Source: an optimization exercise on an open RTL-to-GDS flow (aim: a short achievable clock period and few clock cycles). Production flows keep margins and buffers that such runs may drop.
Function was checked by simulation only, so behaviour that the tests miss may differ from the original.
Power and IR drop assume default switching activity.

==> trial 9: inputs <==
==> flow/design.v (excerpt) <==
module projectCPU2021(
  clk,
  rst,
  wrEn,
  data_fromRAM,
  addr_toRAM,
  data_toRAM,
  PC,
  W
);
==> flow/config.mk <==
export PLATFORM = sky130hd
export DESIGN_NAME = projectCPU2021
export DESIGN_NICKNAME = projectCPU2021
export VERILOG_FILES = /design/flow/design.v
export SDC_FILE = /design/flow/constraint.sdc
export NUM_CORES = 4
export LEC_CHECK = 0
export ABC_CLOCK_PERIOD_IN_PS = 2000
export CAP_MARGIN = 20
export CORE_MARGIN = 2
export CORE_UTILIZATION = 40
export SETUP_SLACK_MARGIN = 2.5
export SLEW_MARGIN = 20
export SYNTH_HIERARCHICAL = 1
export SYNTH_MINIMUM_KEEP_SIZE = 0
==> flow/constraint.sdc <==
create_clock -name core_clock -period 4.5 [get_ports {clk}]
set_input_delay 0.9000 -clock core_clock [delete_from_list [all_inputs] [get_ports {clk}]]
set_output_delay 0.9000 -clock core_clock [all_outputs]
set_load 0.01 [all_outputs]
run.sh (not shown) runs the stock make flow with config.mk's settings and CLKGATE_MAP_FILE= SYNTH_SCRIPT=/design/flow/synth_recipe.tcl, a recipe that flattens the netlist after the stock synthesis.
==> trial 69: changes against trial 9 <==
--- a/flow/design.v
+++ b/flow/design.v
@@ -17,22 +17,25 @@
 output reg [15:0] W;
 localparam NB = 4;
 localparam OP_ADD = 3'b000, OP_NAND = 3'b001, OP_SRRL = 3'b010, OP_GE = 3'b011,
            OP_SZ = 3'b100, OP_CP2W = 3'b101, OP_CPFW = 3'b110, OP_JMP = 3'b111;
 reg        ph;         
 reg [12:0] addr_q;
 reg        wr_q;
+reg        w2_q;       
 reg        skrec_q;    
-reg [15:0] Wa;         
-reg [15:0] Wd;         
+reg [15:0] Wn;         
+wire [15:0] Wa = ~Wn;
 reg        cur_f, cur_j, cur_o, cur_r2;
 reg        in_i, in_t, in_o, in_s;
 reg        d_valid;
 reg [15:0] d_w;
 reg        jfix;       
+reg        d_ind;      
+reg [12:0] d_ea;       
 reg        e_valid;
 reg [2:0]  e_op;
 reg [12:0] fpc;        
 reg [12:0] fa_q;       
 reg [12:0] shadow;     
 reg        fwd_q;      
 reg        bv  [0:NB-1];
@@ -51,23 +54,24 @@
 reg [12:0] e_ptgt;
 reg [1:0]  e_bi;
 reg        jm_q;       
 reg [12:0] jt_q;       
 reg [1:0]  jb_q;
 assign addr_toRAM = addr_q;
 assign wrEn       = wr_q & ~rst;
-assign data_toRAM = Wd;
+assign data_toRAM = W;
 wire [15:0] din = data_fromRAM;
 wire [15:0] iw     = fwd_q ? Wa : din;
 wire        i_jmp  = (iw[15:13] == OP_JMP);
 wire [2:0]  d_op   = d_w[15:13];
-wire        d_ind;
-cpu_zero13 u_dind (.x(d_w[12:0]), .z(d_ind));
-wire [12:0] d_ea   = d_ind ? shadow : d_w[12:0];
-wire        d_hits_fa = d_ind ? (shadow == fa_q) : (d_w[12:0] == fa_q);
+wire        d_hits_fa = (d_ea == fa_q);
+wire        i_ind;
+cpu_zero13 u_iind (.x(iw[12:0]), .z(i_ind));
+wire [12:0] sh_now = w2_q ? Wa[12:0] : shadow;
+wire [12:0] i_ea   = i_ind ? sh_now : iw[12:0];
 reg        bhit;
 reg [12:0] btgt;
 reg [1:0]  bidx;
 integer    b;
 always @* begin
     bhit = 1'b0;
     btgt = 13'd0;
@@ -85,41 +89,45 @@
 wire        exec   = in_o & e_valid;
 wire        zero;
 cpu_zero16 u_zero (.x(din), .z(zero));
 wire        skip   = exec & (e_op == OP_SZ) & zero;
 wire        wen_w  = exec & (e_op != OP_SZ) & (e_op != OP_JMP);
 wire [15:0] w_next;
 cpu_alu    u_alu  (.op(e_op), .wen(wen_w), .rst(rst), .w(Wa), .d(din), .y(w_next));
-wire        jmiss  = exec & e_pred & (din[12:0] != e_ptgt);
+wire        tne;
+cpu_ne13   u_tne  (.a(din[12:0]), .b(e_ptgt), .ne(tne));
+wire        jmiss  = exec & e_pred & tne;
 wire        d_live = d_valid;
 wire [12:0] tgt    = d_live ? din[12:0] : fpc;
 wire [12:0] din1;
 cpu_inc13  u_incdi (.x(din[12:0]), .y(din1));
 wire [12:0] fpc1;
 cpu_inc13  u_incf (.x(fpc), .y(fpc1));
 always @(posedge clk) begin
     W  <= w_next;      
-    Wa <= w_next;
-    Wd <= w_next;
+    Wn <= ~w_next;
     if (rst) begin
         ph      <= 1'b1;
         addr_q  <= 13'd2;
         wr_q    <= 1'b0;
+        w2_q    <= 1'b0;
         skrec_q <= 1'b0;
         cur_f   <= 1'b0;
         cur_j   <= 1'b0;
         cur_o   <= 1'b0;
         cur_r2  <= 1'b1;
         in_i    <= 1'b0;
         in_t    <= 1'b0;
         in_o    <= 1'b0;
         in_s    <= 1'b0;
         d_valid <= 1'b0;
         d_w     <= 16'd0;
         jfix    <= 1'b0;
+        d_ind   <= 1'b0;
+        d_ea    <= 13'd0;
         e_valid <= 1'b0;
         e_op    <= 3'd0;
         fpc     <= 13'd0;
         fa_q    <= 13'd0;
         shadow  <= 13'd0;
         fwd_q   <= 1'b0;
         d_pc    <= 13'd0;
@@ -151,25 +159,26 @@
         in_o  <= cur_o;
         in_s  <= cur_r2;
         cur_f  <= 1'b0;
         cur_j  <= 1'b0;
         cur_o  <= 1'b0;
         cur_r2 <= 1'b0;
         wr_q    <= 1'b0;
+        w2_q    <= 1'b0;
         fwd_q   <= 1'b0;
         skrec_q <= ~ph & d_valid & d_pred & skip;
         jm_q    <= jmiss;
         jt_q    <= din[12:0];
         jb_q    <= e_bi;
         bh_q    <= bhit & cur_f;
         bt_q    <= btgt;
         bi_q    <= bidx;
         if (in_s)
             shadow <= din[12:0];
-        if (wr_q && addr_q == 13'd2)
+        if (w2_q)
             shadow <= Wa[12:0];
         if (ph) begin
             e_valid <= d_live & ~jm_q & (d_op != OP_CPFW) & ((d_op != OP_JMP) | d_pred);
             e_op    <= d_op;
             e_pred  <= d_live & ~jm_q & d_pred;
             e_ptgt  <= d_ptgt;
             e_bi    <= d_bi;
@@ -189,14 +198,16 @@
                 addr_q  <= d_pc1;
                 fa_q    <= d_pc1;
                 fpc     <= d_pc2;
                 cur_f   <= 1'b1;
             end else if (in_i) begin
                 d_valid <= 1'b1;
                 d_w     <= iw;
+                d_ind   <= i_ind;
+                d_ea    <= i_ea;
                 d_pc    <= fa_q;
                 d_pc1   <= fpc;
                 d_pc2   <= fpc1;
                 d_pred  <= i_jmp & bh_q;
                 d_ptgt  <= bt_q;
                 d_bi    <= bi_q;
                 PC      <= fa_q;
@@ -236,44 +247,35 @@
                 cur_f   <= 1'b1;
             end
         end else begin
             if (skip)
                 d_valid <= 1'b0;
             if (cur_j) begin
                 if (d_live & d_ind & ~jfix) begin
-                    addr_q <= shadow;
+                    addr_q <= d_ea;
                     cur_j  <= 1'b1;
                     jfix   <= 1'b1;
                     ph     <= 1'b0;
                 end
             end else if (d_live & ((d_op != OP_JMP) | d_pred)) begin
                 addr_q  <= d_ea;
                 wr_q    <= (d_op == OP_CPFW) & ~skip & ~jmiss;
+                w2_q    <= (d_op == OP_CPFW) & ~skip & ~jmiss & (d_ea == 13'd2);
                 cur_o   <= (d_op != OP_CPFW);
                 fwd_q   <= (d_op == OP_CPFW) & ~skip & ~jmiss & cur_f & d_hits_fa;
             end
         end
     end
 end
 endmodule
 module cpu_inc13(x, y);
 input  [12:0] x;
 output [12:0] y;
 assign y = x + 13'd1;
 endmodule
-module cpu_zero16(x, z);
-input  [15:0] x;
-output        z;
-assign z = (x == 16'd0);
-endmodule
-module cpu_zero13(x, z);
-input  [12:0] x;
-output        z;
-assign z = (x == 13'd0);
-endmodule
 module cpu_alu(op, wen, rst, w, d, y);
 input  [2:0]  op;
 input         wen, rst;
 input  [15:0] w, d;
 output [15:0] y;
 wire s_add, s_nand, s_srrl, s_ge, s_cp, s_hold;
 alu_sel u_sel (.op(op), .wen(wen), .rst(rst), .s_add(s_add), .s_nand(s_nand),
@@ -301,16 +303,29 @@
 assign s_hold = ~wen & ~rst;
 endmodule
 module alu_out(s_add, s_nand, s_srrl, s_ge, s_cp, s_hold, sum, nandv, srrl, ge, d, w, y);
 input         s_add, s_nand, s_srrl, s_ge, s_cp, s_hold;
 input  [15:0] sum, nandv, srrl, d, w;
 input         ge;
 output [15:0] y;
-assign y = ({16{s_add}} & sum) | ({16{s_nand}} & nandv) | ({16{s_srrl}} & srrl) |
-           {15'd0, s_ge & ge} | ({16{s_cp}} & d) | ({16{s_hold}} & w);
+wire [15:0] t1, t2, t3;
+alu_aoi22 u1 (.a({16{s_add}}),  .b(sum),   .c({16{s_nand}}), .d(nandv),           .y(t1));
+alu_aoi22 u2 (.a({16{s_srrl}}), .b(srrl),  .c({16{s_cp}}),   .d(d),               .y(t2));
+alu_aoi22 u3 (.a({16{s_hold}}), .b(w),     .c({16{s_ge}}),   .d({15'd0, ge}),     .y(t3));
+alu_nand3 u4 (.a(t1), .b(t2), .c(t3), .y(y));
+endmodule
+module alu_aoi22(a, b, c, d, y);
+input  [15:0] a, b, c, d;
+output [15:0] y;
+assign y = ~((a & b) | (c & d));
+endmodule
+module alu_nand3(a, b, c, y);
+input  [15:0] a, b, c;
+output [15:0] y;
+assign y = ~(a & b & c);
 endmodule
 module alu_nand(a, b, y);
 input  [15:0] a, b;
 output [15:0] y;
 assign y = ~(a & b);
 endmodule
 module alu_add(a, b, s);
@@ -388,55 +403,95 @@
 input  [15:0] x, cn;
 output [15:0] s;
 assign s = {~(x[15:1] ^ cn[14:0]), x[0]};
 endmodule
 module alu_srrl(w, d, y);
 input  [15:0] w, d;
 output [15:0] y;
-wire [15:0] oh;
-wire        m_shr, m_wr, m_shl, m_wl;
-srrl_dec   u_dec (.d(d), .oh(oh), .m_shr(m_shr), .m_wr(m_wr), .m_shl(m_shl), .m_wl(m_wl));
-wire [15:0] shr, wr, shl, wl;
-srrl_terms u_t   (.w(w), .oh(oh), .shr(shr), .wr(wr), .shl(shl), .wl(wl));
-srrl_out   u_o   (.shr(shr), .wr(wr), .shl(shl), .wl(wl),
-                  .m_shr(m_shr), .m_wr(m_wr), .m_shl(m_shl), .m_wl(m_wl), .y(y));
+wire [3:0]  s0, s1;
+wire [15:0] er, el;
+srrl_ctl  u_c  (.d(d), .s0(s0), .s1(s1), .er(er), .el(el));
+wire [15:0] r1, l1, r2, l2;
+srrl_st1  u_r1 (.w(w), .s(s0), .r(r1), .l(l1));
+srrl_st2  u_r2 (.r1(r1), .l1(l1), .s(s1), .r(r2), .l(l2));
+srrl_fin  u_f  (.r(r2), .l(l2), .er(er), .el(el), .y(y));
 endmodule
-module srrl_dec(d, oh, m_shr, m_wr, m_shl, m_wl);
+module srrl_ctl(d, s0, s1, er, el);
 input  [15:0] d;
-output [15:0] oh;
-output        m_shr, m_wr, m_shl, m_wl;
-wire   hz  = (d[15:6] == 10'd0);
-wire   s_r = hz & ~d[5] & ~d[4];
-wire   s_l = hz & ~d[5] &  d[4];
-wire   s_rr = hz & d[5] & ~d[4];
-assign m_shr = s_r | s_rr;
-assign m_wr  = s_rr;
-assign m_shl = ~(s_r | s_rr);
-assign m_wl  = ~(s_r | s_rr | s_l);
+output [3:0]  s0, s1;
+output [15:0] er, el;
+wire   hz;
+cpu_zero16 u_hz (.x({6'd0, d[15:6]}), .z(hz));
+wire   s_r  = hz & ~d[5] & ~d[4];
+wire   s_l  = hz & ~d[5] &  d[4];
+wire   s_rr = hz &  d[5] & ~d[4];
+wire   s_rl = ~(s_r | s_l | s_rr);
+wire [3:0] k = d[3:0];
+assign s0 = {k[1:0] == 2'd3, k[1:0] == 2'd2, k[1:0] == 2'd1, k[1:0] == 2'd0};
+assign s1 = {k[3:2] == 2'd3, k[3:2] == 2'd2, k[3:2] == 2'd1, k[3:2] == 2'd0};
 genvar i;
 generate
-    for (i = 0; i < 16; i = i + 1) begin : o
-        assign oh[i] = (d[3:0] == i);
+    for (i = 0; i < 16; i = i + 1) begin : m
+        assign er[i] = s_rr | (s_r & ({1'b0, k} <= 5'd15 - i));
+        assign el[i] = s_rl | (s_l & ({1'b0, k} <= i));
     end
 endgenerate
 endmodule
-module srrl_terms(w, oh, shr, wr, shl, wl);
-input  [15:0] w, oh;
-output reg [15:0] shr, wr, shl, wl;
-integer i, j;
-always @* begin
-    shr = 16'd0; wr = 16'd0; shl = 16'd0; wl = 16'd0;
-    for (i = 0; i < 16; i = i + 1)
-        for (j = 0; j < 16; j = j + 1) begin
-            if (i + j <= 15) shr[i] = shr[i] | (oh[j] & w[i+j]);
-            else             wr[i]  = wr[i]  | (oh[j] & w[i+j-16]);
-            if (j <= i)      shl[i] = shl[i] | (oh[j] & w[i-j]);
-            else             wl[i]  = wl[i]  | (oh[j] & w[i-j+16]);
-        end
-end
+module srrl_st1(w, s, r, l);
+input  [15:0] w;
+input  [3:0]  s;
+output [15:0] r, l;
+wire [15:0] r0 = w, r_1 = {w[0], w[15:1]}, r_2 = {w[1:0], w[15:2]}, r_3 = {w[2:0], w[15:3]};
+wire [15:0] l0 = w, l_1 = {w[14:0], w[15]}, l_2 = {w[13:0], w[15:14]}, l_3 = {w[12:0], w[15:13]};
+assign r = ({16{s[0]}} & r0) | ({16{s[1]}} & r_1) | ({16{s[2]}} & r_2) | ({16{s[3]}} & r_3);
+assign l = ({16{s[0]}} & l0) | ({16{s[1]}} & l_1) | ({16{s[2]}} & l_2) | ({16{s[3]}} & l_3);
+endmodule
+module srrl_st2(r1, l1, s, r, l);
+input  [15:0] r1, l1;
+input  [3:0]  s;
+output [15:0] r, l;
+wire [15:0] r_4 = {r1[3:0], r1[15:4]}, r_8 = {r1[7:0], r1[15:8]}, r_12 = {r1[11:0], r1[15:12]};
+wire [15:0] l_4 = {l1[11:0], l1[15:12]}, l_8 = {l1[7:0], l1[15:8]}, l_12 = {l1[3:0], l1[15:4]};
+assign r = ({16{s[0]}} & r1) | ({16{s[1]}} & r_4) | ({16{s[2]}} & r_8) | ({16{s[3]}} & r_12);
+assign l = ({16{s[0]}} & l1) | ({16{s[1]}} & l_4) | ({16{s[2]}} & l_8) | ({16{s[3]}} & l_12);
 endmodule
-module srrl_out(shr, wr, shl, wl, m_shr, m_wr, m_shl, m_wl, y);
-input  [15:0] shr, wr, shl, wl;
-input         m_shr, m_wr, m_shl, m_wl;
+module srrl_fin(r, l, er, el, y);
+input  [15:0] r, l, er, el;
 output [15:0] y;
-assign y = ({16{m_shr}} & shr) | ({16{m_wr}} & wr) | ({16{m_shl}} & shl) | ({16{m_wl}} & wl);
+assign y = (r & er) | (l & el);
+endmodule
+module g_nor2v(a, b, y);
+parameter N = 1;
+input  [N-1:0] a, b;
+output [N-1:0] y;
+assign y = ~(a | b);
+endmodule
+module g_nand2v(a, b, y);
+parameter N = 1;
+input  [N-1:0] a, b;
+output [N-1:0] y;
+assign y = ~(a & b);
+endmodule
+module cpu_zero16(x, z);
+input  [15:0] x;
+output        z;
+wire [7:0] l1;
+wire [3:0] l2;
+wire [1:0] l3;
+g_nor2v  #(.N(8)) u1 (.a(x[15:8]), .b(x[7:0]), .y(l1));
+g_nand2v #(.N(4)) u2 (.a(l1[7:4]), .b(l1[3:0]), .y(l2));
+g_nor2v  #(.N(2)) u3 (.a(l2[3:2]), .b(l2[1:0]), .y(l3));
+assign z = l3[1] & l3[0];
+endmodule
+module cpu_zero13(x, z);
+input  [12:0] x;
+output        z;
+cpu_zero16 u (.x({3'd0, x}), .z(z));
+endmodule
+module cpu_ne13(a, b, ne);
+input  [12:0] a, b;
+output        ne;
+wire [12:0] x = a ^ b;
+wire        z;
+cpu_zero16 u (.x({3'd0, x}), .z(z));
+assign ne = ~z;
 endmodule
==> flow/config.mk (replaced) <==
export PLATFORM = sky130hd
export DESIGN_NAME = projectCPU2021
export DESIGN_NICKNAME = projectCPU2021
export VERILOG_FILES = /design/flow/design.v
export SDC_FILE = /design/flow/constraint.sdc
export NUM_CORES = 4
export LEC_CHECK = 0
export ABC_CLOCK_PERIOD_IN_PS = 2000
export CAP_MARGIN = 20
export CORE_MARGIN = 2
export CORE_UTILIZATION = 55
export PLACE_DENSITY = 0.7
export SETUP_SLACK_MARGIN = 2.5
export SLEW_MARGIN = 20
export SYNTH_HIERARCHICAL = 1
export SYNTH_MINIMUM_KEEP_SIZE = 0
==> comparison table <==
metric	trial 69	trial 9
Crit path DAT	2.77 ns	2.90 ns
Logic gate share of total power	12.5%	15.8%
Transition time of the tightest slew-check pin	0.975 ns	0.881 ns
Switching power share of the total	27.0%	28.0%
# Post-CTS Setup Buffers	138	204
Final Total Pwr	7.46 mW	7.19 mW
Total number of sequential cells	333	315
Critical Path Stages	13	15
Worst-case headroom to the max-slew limit	34.9%	41.2%
Multi-In Gates	1,797	1,884
Register-to-register path setup slack	2.25 ns	2.11 ns
Final non-filler cell total	3,126	3,503
Status	complete, no violations	complete, no violations
Testbench counts of trial 9, summed over its fixed seeds: cycles 105,416.
Testbench counts of trial 69, summed over its fixed seeds: cycles 105,416.

## separate check: timing with driven ports
The results above use ideal ports. As a check the final layouts listed here were re-extracted and re-timed, cells and wires unchanged. Step 1 sets driving cells, clkbuf_16 on the clock port and buf_2 on the other inputs (assumed; they add their load-dependent delay and slew). Step 2 also shifts input and output timing later by t, the mid clock arrival at the registers, as if the neighbouring blocks saw the same clock. Slacks: ideal / step 1 / step 2; pairs: ideal / step 1.
run	t (ns)	slack for setup (ns)	cell pins on the clock port's net
trial 9	0.613	2.036 / 2.004 / 1.391	1
trial 69	0.627	2.173 / 2.181 / 1.553	1
After both steps every run listed still meets setup and hold. For trial 9, which loses most, drivers alone change the setup slack by -0.032 ns; drivers and shift together by -0.645 ns.
